From an optimization exercise on the open Yosys and OpenROAD flow, aimed at small area; shortcuts taken in it are not production practice.
In this exercise RTL edits were held to simulation tests only and were not proved equivalent to the original.

### flow/design.v
module popcount #(
	parameter W_IN = 8,
	parameter W_OUT = $clog2(W_IN + 1)
) (
	input  wire [W_IN-1:0]  din,
	output wire [W_OUT-1:0] dout
);
reg [W_OUT-1:0] accum;
integer i;
always @ (*) begin
	accum = {W_OUT{1'b0}};
	for (i = 0; i < W_IN; i = i + 1)
		accum = accum + din[i];
end
assign dout = accum;
endmodule
module tmds_encode (
	input  wire [7:0] d,
	input  wire [3:0] imb,
	output wire [9:0] q,
	output wire [3:0] imb_next
);
wire [3:0] n_d;
popcount #(.W_IN(8)) pc_d (.din(d), .dout(n_d));
wire x = n_d > 4'd4 || (n_d == 4'd4 && !d[0]);
wire [7:0] pre = {^d[7:0], ^d[6:0], ^d[5:0], ^d[4:0], ^d[3:0], ^d[2:0], ^d[1:0], d[0]};
wire [7:0] q_m = pre ^ {4{x, 1'b0}};
wire [3:0] n_q;
popcount #(.W_IN(8)) pc_q (.din(q_m), .dout(n_q));
wire imb_zero = imb == 4'd0;
wire n_four = n_q == 4'd4;
wire inv = imb_zero || n_four ? x : (imb[3] == (n_q < 4'd4));
assign q = {inv, !x, q_m ^ {8{inv}}};
wire [3:0] d_q = n_q - 4'd4;
assign imb_next = inv ? imb + {3'b000, !x} - d_q : imb + d_q - {3'b000, x};
endmodule
module dvi_timing (
	input  wire clk,
	input  wire rst_n,
	input  wire en,
	output wire vsync,
	output wire hsync,
	output wire den
);
localparam S_FRONT_PORCH = 2'h0;
localparam S_SYNC        = 2'h1;
localparam S_BACK_PORCH  = 2'h2;
localparam S_ACTIVE      = 2'h3;
reg [9:0] h_ctr;
reg [1:0] h_state;
reg [8:0] v_ctr;
reg [1:0] v_state;
wire h_end = h_ctr == 10'd0;
wire v_advance = h_state == S_ACTIVE && h_end;
always @ (posedge clk or negedge rst_n) begin
	if (!rst_n) begin
		h_state <= S_FRONT_PORCH;
		h_ctr <= 10'd0;
	end else if (!en) begin
		h_ctr <= 10'd0;
		h_state <= S_FRONT_PORCH;
	end else begin
		h_ctr <= h_ctr - 1'b1;
		if (h_end) begin
			h_state <= h_state + 1'b1;
			case (h_state)
			S_FRONT_PORCH: h_ctr <= 10'd95;
			S_SYNC:        h_ctr <= 10'd47;
			S_BACK_PORCH:  h_ctr <= 10'd639;
			S_ACTIVE:      h_ctr <= 10'd15;
			endcase
		end
	end
end
always @ (posedge clk or negedge rst_n) begin
	if (!rst_n) begin
		v_state <= S_FRONT_PORCH;
		v_ctr <= 9'd0;
	end else if (!en) begin
		v_ctr <= 9'd0;
		v_state <= S_FRONT_PORCH;
	end else if (v_advance) begin
		v_ctr <= v_ctr - 1'b1;
		if (v_ctr == 9'd0) begin
			v_state <= v_state + 1'b1;
			case (v_state)
			S_FRONT_PORCH: v_ctr <= 9'd1;
			S_SYNC:        v_ctr <= 9'd32;
			S_BACK_PORCH:  v_ctr <= 9'd479;
			S_ACTIVE:      v_ctr <= 9'd9;
			endcase
		end
	end
end
assign hsync = h_state != S_SYNC;
assign vsync = v_state != S_SYNC;
assign den = h_state == S_ACTIVE && v_state == S_ACTIVE;
endmodule
module dvi_tx_parallel (
	input  wire       clk,
	input  wire       rst_n,
	input  wire       en,
	input  wire [7:0] r,
	input  wire [7:0] g,
	input  wire [7:0] b,
	output wire       rgb_rdy,
	output wire [9:0] tmds2,
	output wire [9:0] tmds1,
	output wire [9:0] tmds0
);
wire hsync, vsync, den;
dvi_timing inst_dvi_timing (
	.clk   (clk),
	.rst_n (rst_n),
	.en    (en),
	.vsync (vsync),
	.hsync (hsync),
	.den   (den)
);
assign rgb_rdy = den;
reg started;
reg den1, den2, den3;
reg [1:0] c1, c2, c3;
always @ (posedge clk or negedge rst_n) begin
	if (!rst_n) begin
		started <= 1'b0;
		{den3, den2, den1} <= 3'b000;
		{c3, c2, c1} <= 6'd0;
	end else begin
		started <= 1'b1;
		{den3, den2, den1} <= {den2, den1, den};
		{c3, c2, c1} <= {c2, c1, vsync, hsync};
	end
end
reg [23:0] p1, p2, p3;
always @ (posedge clk) begin
	p1 <= {r, g, b};
	p2 <= p1;
	p3 <= p2;
end
reg  [3:0] imb2, imb1, imb0;
wire [3:0] imb2_nxt, imb1_nxt, imb0_nxt;
wire [9:0] e2, e1, e0;
tmds_encode enc2 (.d(p3[23:16]), .imb(imb2), .q(e2), .imb_next(imb2_nxt));
tmds_encode enc1 (.d(p3[15:8]),  .imb(imb1), .q(e1), .imb_next(imb1_nxt));
tmds_encode enc0 (.d(p3[7:0]),   .imb(imb0), .q(e0), .imb_next(imb0_nxt));
always @ (posedge clk or negedge rst_n) begin
	if (!rst_n) begin
		imb2 <= 4'd0;
		imb1 <= 4'd0;
		imb0 <= 4'd0;
	end else if (den3) begin
		imb2 <= imb2_nxt;
		imb1 <= imb1_nxt;
		imb0 <= imb0_nxt;
	end else begin
		imb2 <= 4'd0;
		imb1 <= 4'd0;
		imb0 <= 4'd0;
	end
end
wire [9:0] ctl0 = {c3[1] ~^ c3[0], !c3[0], {3{c3[0], !c3[0]}}, c3[0], c3[0]};
wire [9:0] ctl00 = 10'b1101010100;
assign tmds2 = den3 ? e2 : ctl00 & {10{started}};
assign tmds1 = den3 ? e1 : ctl00 & {10{started}};
assign tmds0 = den3 ? e0 : ctl0  & {10{started}};
endmodule
### flow/run.sh
#!/bin/bash
# synth_recipe.tcl (not shown) runs the flow's synth.tcl, then flattens the netlist and writes it again
# the make line also repeats each setting of config.mk as NAME=value (left out here)
make -C /OpenROAD-flow-scripts/flow DESIGN_CONFIG=/design/flow/config.mk WORK_HOME=/design/flow/orfs CLKGATE_MAP_FILE= SYNTH_SCRIPT=/design/flow/synth_recipe.tcl finish
### flow/config.mk
export PLATFORM = sky130hd
export DESIGN_NAME = dvi_tx_parallel
export DESIGN_NICKNAME = dvi_tx_parallel
export VERILOG_FILES = /design/flow/design.v
export SDC_FILE = /design/flow/constraint.sdc
export NUM_CORES = 4
export LEC_CHECK = 0
export CAP_MARGIN = 20
export CORE_MARGIN = 2
export CORE_UTILIZATION = 40
export SLEW_MARGIN = 20
### flow/constraint.sdc
create_clock -name core_clock -period 6.0 [get_ports {clk}]
set_input_delay 1.2000 -clock core_clock [delete_from_list [all_inputs] [get_ports {clk}]]
set_output_delay 1.2000 -clock core_clock [all_outputs]
set_load 0.01 [all_outputs]
==> summary.txt <==
==> through the flow <==
step / worst slack, ps / cells
finish: -2379 / 1063
global route: -2661 / 1063
CTS: -2407 / 1059
detailed placement: -2435 / 984
global placement: -2267 / 984
floorplan: -1764 / 626
==> metal layers <==
metal | vias to the layer above | part of all wire | global-route usage | wire length, um
met4 | 0 | 0.017 | 0.06501 | 232
li1 | 2420 | - | - | -
met5 | - | 0 | 0 | 0
met3 | 19 | 0.023 | 0.04262 | 322
met1 | 2288 | 0.43 | 0.2017 | 6066
met2 | 46 | 0.53 | 0.3045 | 7352
==> state kept, by name, summed over array words and instances, names as in the netlist, 4 cells and up <==
signal	flops
p2	24
imb1	4
inst_dvi_timing.v_ctr	9
p1	24
imb0	4
p3	24
inst_dvi_timing.h_ctr	10
imb2	4
==> placed cells by master, fill, tap and decap left out, drive strengths merged, types with 3 or more instances in the layout <==
master,synthesis,layout
a211oi,3,3
nand3,3,3
xor2,35,35
nand2,20,20
ha,76,76
buf,4,165
nand2b,4,4
nor3,10,10
a31oi,4,4
nor2,46,46
fa,30,30
or3,4,4
a21oi,28,28
nor3b,3,3
dfrtp,45,45
clkinv,0,7
dfxtp,72,72
o21ai,20,20
nor4,6,6
o21bai,4,4
o31ai,5,5
xnor2,58,58
a21o,10,10
mux2i,12,12
clkdlybuf4s50,0,29
clkbuf,5,19
inv,96,98
o22ai,4,4
and2,4,4
xnor3,3,3
==> cell type report <==
cell class / count / area share
multi-input combinational: 404 / 0.4517
sequential: 117 / 0.2644
timing repair buffer: 194 / 0.1575
clock buffer: 19 / 0.04548
inverter: 96 / 0.03905
tap: 220 / 0.02826
clock inverter: 13 / 0.01362
==> worst max-delay path, delay by kind of cell, from the launching register on <==
family	cells	cell delay, ps
buffers and inverters	32	3600
adders and majority gates	6	2160
xor gates and xnor gates	3	460
DFF	1	340
and+or+nand+nor	3	230
==> cell families after synthesis <==
| family | Yosys count | synth area share |
|---|---|---|
| flops | 117 | 0.3847 |
| other cells | 1 | 0.0005619 |
| xor+xnor | 96 | 0.1494 |
| compound gates | 82 | 0.07574 |
| buf+inv | 105 | 0.05981 |
| simple gates | 107 | 0.07930 |
| mux | 12 | 0.01800 |
| fa+ha+maj | 106 | 0.2325 |
==> how the worst min path moves through the flow <==
| stage | slack, ps | cells after the start | to |
|---|---|---|---|
| 6_report | 320 | 0 | p3[2] |
| 5_1_grt | 330 | 0 | p2[21] |
| 4_1_cts | 320 | 0 | p3[1] |
| 3_5_place_dp | 310 | 0 | p3[8] |
| 3_3_place_gp | 310 | 0 | p2[10] |
| 2_1_floorplan | 310 | 0 | p3[0] |
==> repair_timing <==
action | 4_1_cts | 5_1_grt
setup buffers | 66 | 13
gates resized for setup | 149 | 34
endpoints found under the setup margin | 39 | 39
pin swaps | 62 | 37
==> impl_metrics.sql <==
INSERT INTO impl_metrics (metric_group, metric, value, unit) VALUES
('final_layout', 'finish.instance_area', '9739', 'um2'),
('sta', 'timing.slew.headroom', '0.3331', ''),
('placement', 'placed_area', '8508', 'um2'),
('min_path', 'hold_path.startpoint', 'p2[2]', ''),
('sta', 'maxClockFrequency', '119.3', 'MHz'),
('final_layout', 'layout.nets', '963', ''),
('sta', 'fin_tns_setup', '-69460', 'ps'),
('placement', 'portBuffers', '57', ''),
('worst_setup_path', 'slowest_delay', '480', 'ps'),
('sta', 'period_minus_slack', '8379', 'ps'),
('worst_setup_path', 'timing.critical_path.arrival', '7180', 'ps'),
('sta', 'final-setup-viol-count', '39', ''),
('yosys', 'synth_ff_type', 'dfxtp_1', ''),
('die', 'die_area', '17730', 'um2'),
('final_layout', 'post_route_cells_drive_above_1_share', '0.3903', ''),
('worst_setup_path', 'timing.critical_path.from', 'p3[16]', ''),
('yosys', 'yosys.cell_count.top_type', 'inv_1', ''),
('global_routing', 'grt.overflow.total', '0', ''),
('final_layout', 'sequential_cell_area', '2575', 'um2'),
('final_layout', 'filler_cells', '1362', ''),
('detailed_routing', 'drt.antenna.violating_nets', '0', ''),
('cts', 'cts_tree', 'done', ''),
('yosys', 'post-synth-top-area-fraction', '0.2160', ''),
('worst_setup_path', 'timing.reg2reg.setup_slack', '-990', 'ps'),
('global_routing', 'gr-usage-all-layers', '0.1719', ''),
('die', 'die_height', '133.2', 'um'),
('detailed_routing', 'detailroute.via_count', '4773', ''),
('sta', 'timing.final.crit_share', '1.396', ''),
('die', 'pin_count', '58', ''),
('final_layout', 'syn_to_final_growth', '45.93', '%'),
('detailed_routing', 'drt-total-wl', '13.97', 'mm'),
('final_layout', 'diodes', '0', ''),
('detailed_routing', 'detailedRoute.firstPassIterationCount', '4', ''),
('status', 'run_status', 'finished with violations', ''),
('worst_setup_path', 'slowest_stage', 'fa_1', ''),
('status', 'violatedChecks', 'setup timing', ''),
('die', 'row_count', '47', ''),
('yosys', 'syn_area_per_cell', '10.66', 'um2'),
('worst_setup_path', 'worst_r2r_startpoint', 'p3[16]', ''),
('cts', 'cts_num_sinks', '117', ''),
('detailed_routing', 'drc_errors', '0', ''),
('sta', 'drv_slew', '0', ''),
('die', 'coreArea', '16470', 'um2'),
('sta', 'worst_hold_slack', '319.5', 'ps'),
('sta', 'finalClockSkew', '7.190', 'ps'),
('worst_setup_path', 'worst_setup_path_endpoint', 'tmds2[1]', ''),
('cts', 'clk_root_buffer_cell', 'clkbuf_16', ''),
('job', 'maxCapViolCount', '0', ''),
('worst_setup_path', 'startpoint_class_of_the_critical_path', 'flop', ''),
('sta', 'worst_slew_pin_slew', '996.7', 'ps'),
('sta', 'grt_setup_unrepaired', 'yes', ''),
('cts', 'clk_transition_reported_paths', '60', 'ps'),
('global_routing', 'initial_antenna_violation_count', '0', ''),
('worst_setup_path', 'reg2regPathDepth', '41', ''),
('cts', 'ctsLongestPathBuffers', '2', ''),
('yosys', 'synthTopCellsByArea', 'dfxtp_1, dfrtp_1, ha_1, fa_1, xnor2_1', ''),
('yosys', 'postSynthNetCount', '759', ''),
('detailed_routing', 'initialDrtViolationCount', '145', ''),
('cts', 'skew_pair_late_insertion_delay', '410', 'ps'),
('sta', 'report.final.hold_viol_count', '0', ''),
('global_routing', 'grt_first_pass_wirelength', '24.35', 'mm'),
('worst_setup_path', 'path_common_cell', 'buf_4', ''),
('sta', 'worst_slack', '-2379', 'ps'),
('detailed_routing', 'route.detailed.vias_per_inst', '4.490', '');

-- separate check: timing with driven ports --
The flow's constraints put no driver on any port. The routed layout listed below was extracted and timed again, unchanged, in two steps.
Step 1, drivers: a clkbuf_16 drives clk and a buf_2 each remaining input, both assumed.
Step 2 adds t to the input delays and takes it off the output delays; t is the mean of the earliest and latest rising clock arrival at the registers after step 1. Input paths then give back, and output paths get back, about the clock's delay inside the block.
Three values: no drivers, after step 1, after step 2; two values: the first two.
t (ns): 0.448
setup WS [ns]: -2.379 / -2.421 / -1.973
latest minus earliest clock arrival (ns): 0.008 / 0.008
The setup slack of this run moves by -0.042 ns with the drivers and by +0.406 ns with both steps.
